This design comes from an exercise in tuning for small area and a short achievable clock period on the open sky130 flow, not from production work. Only simulation tests tie the RTL to the original design; equivalence was not proved. Power is estimated from default activity; no workload was simulated.

==> design/flow/design.v <==
module RedUnit(
    input   logic                   clock,
                                    reset,
    input   logic [16*8-1:0]       data,        
    input   logic [16-1:0]          split,       
    input   logic [16*($clog2(16))-1:0]     out_idx,     
    output  logic [16*8-1:0]       out_data,
    output  logic [31:0]            delay,
    output  logic [31:0]            num_el
);
    logic [8-1:0]      prefix_sum[16-1:0];
    logic [8-1:0]      output_local[16-1:0];
    logic [8-1:0]      halo_adder;
    logic [($clog2(16))-1:0]    idx_q[16-1:0];
    logic [8-1:0]      psum_c[16-1:0];
    logic [8-1:0]      halo_c;
    logic [8-1:0]      acc;
    always_comb begin
        acc = halo_adder;
        for (int i = 0; i < 16; i++) begin
            acc = acc + data[i*8 +: 8];
            psum_c[i] = acc;
            if (split[i]) acc = '0;
        end
        halo_c = acc;
    end
    always_ff @(posedge clock or posedge reset) begin
        if (reset) begin
            for (int i = 0; i < 16; i++) begin
                prefix_sum[i]   <= '0;
                output_local[i] <= '0;
                idx_q[i]        <= '0;
            end
            halo_adder <= '0;
        end
        else begin
            for (int i = 0; i < 16; i++) begin
                prefix_sum[i] <= psum_c[i];
                idx_q[i]      <= out_idx[i*($clog2(16)) +: ($clog2(16))];
                output_local[i] <= prefix_sum[idx_q[i]];
            end
            halo_adder <= halo_c;
        end
    end
    generate
        for (genvar i = 0; i < 16; i++) begin : g_out
            assign out_data[i*8 +: 8] = output_local[i];
        end
    endgenerate
    assign num_el = 16;
    assign delay  = 2;
endmodule
==> design/flow/run.sh <==
#!/bin/bash
# synth_recipe.tcl (not shown) runs the flow's synth.tcl, then flattens the netlist and writes it again
# the make line also repeats each setting of config.mk as NAME=value (left out here)
make -C /OpenROAD-flow-scripts/flow DESIGN_CONFIG=/design/flow/config.mk WORK_HOME=/design/flow/orfs CLKGATE_MAP_FILE= SYNTH_SCRIPT=/design/flow/synth_recipe.tcl finish
==> design/flow/config.mk <==
export PLATFORM = sky130hd
export DESIGN_NAME = RedUnit
export DESIGN_NICKNAME = RedUnit
export VERILOG_FILES = /design/flow/design.v
export SDC_FILE = /design/flow/constraint.sdc
export NUM_CORES = 4
export LEC_CHECK = 0
export CAP_MARGIN = 20
export CORE_MARGIN = 2
export CORE_UTILIZATION = 20
export PLACE_DENSITY = 0.35
export SLEW_MARGIN = 20
==> design/flow/constraint.sdc <==
create_clock -name core_clock -period 17.0 [get_ports {clock}]
set_input_delay 3.4000 -clock core_clock [delete_from_list [all_inputs] [get_ports {clock}]]
set_output_delay 3.4000 -clock core_clock [all_outputs]
set_load 0.01 [all_outputs]
==> results.txt <==
==> synth_stat cells (all sizes together), types with 80 or more instances <==
master | n | area share
nor2 | 442 | 0.049
a21oi | 383 | 0.057
clkbuf | 376 | 0.042
nand2 | 330 | 0.037
dfrtp | 328 | 0.24
o21ai | 240 | 0.036
mux2i | 194 | 0.058
nor2b | 174 | 0.032
buf | 138 | 0.022
a22oi | 127 | 0.028
ha | 114 | 0.042
nand3 | 113 | 0.017
inv | 103 | 0.011
a31oi | 101 | 0.019
a221oi | 98 | 0.025
mux2 | 98 | 0.033
xnor2 | 80 | 0.021
==> sequential cells by signal (all words and copies together) (netlist names) <==
signal / count
idx_q: 64
output_local: 128
prefix_sum: 128
halo_adder: 8
==> kinds of logic after synthesis <==
family	share of synthesized area
adder cells (fa/ha/maj)	0.0517
flip-flops	0.243
XOR/XNOR	0.0282
AND/OR/NAND/NOR	0.180
multiplexers	0.120
other	0.000222
buffers and inverters	0.0766
AO/OA/AOI/OAI	0.300
==> timing repair <==
action / in CTS / in global routing
buffers inserted: 0 / 6
setup endpoints to repair: 0 / 5
hold buffers: 0 / 0
resized for setup: 0 / 106
==> stage by stage <==
step | instances | utilization | power, W
finish | 6816 | 0.253 | 0.00737
global route | 6783 | 0.253 | 0.00743
CTS | 6776 | 0.249 | 0.00698
detailed placement | 6690 | 0.239 | 0.00588
global placement | 6690 | 0.239 | 0.00589
floorplan | 4395 | - | 0.00322
==> metal layers <==
layer | share of wire | vias up
li1 | - | 16436
met1 | 0.41 | 19677
met2 | 0.40 | 3340
met3 | 0.12 | 726
met4 | 0.063 | 18
met5 | 0.00051 | -
==> critical path: cells and delay by family <==
family,cells,cell delay (ns)
compound gates,8,1.28
xor+xnor,7,1.25
fa+ha+maj,17,6.95
buf+inv,3,0.57
simple gates,18,3.36
==> final timing paths <==
| check | cells past startpoint | slack, ns | endpoint |
|---|---|---|---|
| max in group asynchronous | 4 | 11.36 | prefix_sum[9][4] |
| setup / recovery | 53 | 0.74 | halo_adder[7] |
| hold reg to reg | 2 | 0.65 | prefix_sum[0][0] |
| min in group asynchronous | 2 | 3.17 | idx_q[12][3] |
| setup reg to reg | 52 | 3.53 | halo_adder[7] |
| hold / removal | 2 | 0.65 | prefix_sum[0][0] |
==> power by group through the flow <==
stage	Combinational (W)	Clock (W)	Sequential [W]
3_3_place_gp	0.00383	0	0.00206
5_1_grt	0.00424	0.00112	0.00207
2_1_floorplan	0.00198	0	0.00125
4_1_cts	0.00384	0.00109	0.00204
6_report	0.00412	0.00105	0.00220
3_5_place_dp	0.00383	0	0.00206
==> placed cells by master (no fill, tap or decap), types with 41 or more instances in the layout <==
cell type        Yosys  routed
a221oi_1            98      98
dfrtp_1            328     250
a21oi_1            383     355
nor2b_1            174     160
buf_4               64     273
o22a_1              41      41
xnor2_1             80      46
a31oi_1            100     100
clkdlybuf4s50_1      0     337
dfrtp_2              0      78
ha_1               114     110
clkbuf_16            0      47
nand2_1            330     330
a32oi_1             65      65
a22oi_1            127     127
mux4_2              45      45
o21ai_0            236     236
o22ai_1             62      62
a22o_1              78      78
mux2_2              97      97
conb_1               2      64
nand3_1            113     113
nor3_1              73      73
nor2_1             442     435
inv_1              101     100
mux2i_1            192     192
==> cell type report <==
type,instances,area (µm²),share of cell area
multi-input combinational,3441,23800,0.561
sequential,328,8310,0.196
timing repair buffer,611,5440,0.128
tap,2204,2760,0.0649
clock buffer,66,1360,0.0320
inverter,112,428,0.0101
clock inverter,20,272,0.00639
antenna,34,85.1,0.00200
==> qor.yml <==
grt:
  gr-total-overflow: 0
  busiest_layer: "met2"
  grt_max_degree: 112
  met3_usage: 0.0814
  track_usage: 0.264
  antenna_found_initial: 44
  grt_pass1_wl_um: 319000
  first_global_vias: 36793
  met2_usage: 0.369
  met1_usage: 0.360
floorplanning:
  core_area_um2: 168000
  dieArea_um2: 172000
  io-pin-count: 402
  fp.dieH_um: 415
  num_rows: 150
  initial_core_util: 0.202
  die_x_um: 415
drt:
  routed_wl_um: 239000
  drtIter0Drc: 8126
  vias: 40197
  routedWlPerCell_um: 35.0
  route.detailed.drc: 0
  ant_nets: 0
  vias_per_cell: 5.90
  drt_pass1_iterations: 7
clocking:
  worstSkewPairLatency_ns: 0.69
  clk_pin_slew_worst_paths_ns: 0.06
  cts_tree: "done"
  cts_sinks: 328
  cts_buffers: 47
  cts-htree-levels: 2
  cts-root-buf: "clkbuf_16"
  cts_buffer_depth: 3
hold_path:
  hold_class: "flip-flop to flip-flop"
  min_from: "halo_adder[0]"
final_layout:
  syn2layout_area_growth_pct: 25.6
  num-nets-final: 4881
  drive_gt1_frac: 0.152
  design_area_um2: 42500
  fillCellCount: 18323
setup_path:
  slowest_stage: "fa_1"
  crit_required_ns: 17.58
  cp-startpoint: "data[0]"
  cp_common_cell: "fa_1"
  arrival_ns: 16.83
  cp_max_fo: 3
  max_stage_delay_ns: 0.55
  r2r_start: "halo_adder[0]"
  cp-end-kind: "flip-flop"
  critPathKind: "input port to flip-flop"
  startpoint_type: "input port"
pwr:
  switching_share: 0.567
  p_per_area_nw_per_um2: 174
  pwr-share-clk: 0.143
  switching_power_w: 0.00418
  power.share.sequential: 0.298
  p_int_w: 0.00320
  vdd_drop_max_v: 0.0000962
  power_leakage_nw: 16.6
  comb_power_share: 0.560
logic_synthesis:
  synth_cells: 4333
  synth_ff_type: "dfrtp_1"
  syn-cell-area_um2: 33800
  avgSynthCellArea_um2: 7.80
  synth-edff-count: 0
  synth-seq-cells: 328
  ys_types: 89
  yosysSeqAreaShare: 0.243
  async_flop_share: 1.00
  ys_warn_count: 5
timing:
  fmax_ghz: 0.0615
  fin_crit_sh: 0.956
  tightest_slew_ns: 1.24
  fin_skew_ns: 0.0555
  setup_viol: 0
  finalHoldViolations: 0
  finalMaxSlewViolations: 0
  relSlewSlack: 0.174
  setup_slack_ns: 0.743
  timing.hold.ws_ns: 0.647
  finalCriticalPeriod_ns: 16.26
  finalSetupTns_ns: 0
place:
  dpl_cell_area_um2: 40100
  dpl.hpwl_um: 144000
  gp_congestion: 0.900
  place_worst_setup_slack_ns: -0.346
  portBuffers: 337
run:
  maxCapViolCount: 0
run_status:
  status: "finished clean"

-- port drivers added, routing unchanged --
The flow's constraints put no driver on any port. The routed layout listed below was extracted and timed again, unchanged, in two steps. Step 1: set_driving_cell puts a clkbuf_16 on clock and a buf_2 on each other input, an assumption about the parent block. Step 2 adds t to the input delays and takes it off the output delays; t is the mean of the earliest and latest rising clock arrival at the registers after step 1. Input paths then give back, and output paths get back, about the clock's delay inside the block. a / b / c = no drivers / after step 1 / after step 2; a / b = the first two.
shift t [ns]: 0.743
setup WS [ns]: 0.743 / 0.799 / 0.056
hold WS [ns]: 0.647 / 0.647 / 0.647
clock arrival spread, ns: 0.063 / 0.064
worst register clock-pin slew, ns: 0.06 / 0.06
After both steps this run still meets setup and hold. The setup slack of this run moves by +0.056 ns with the drivers and by -0.687 ns with both steps.
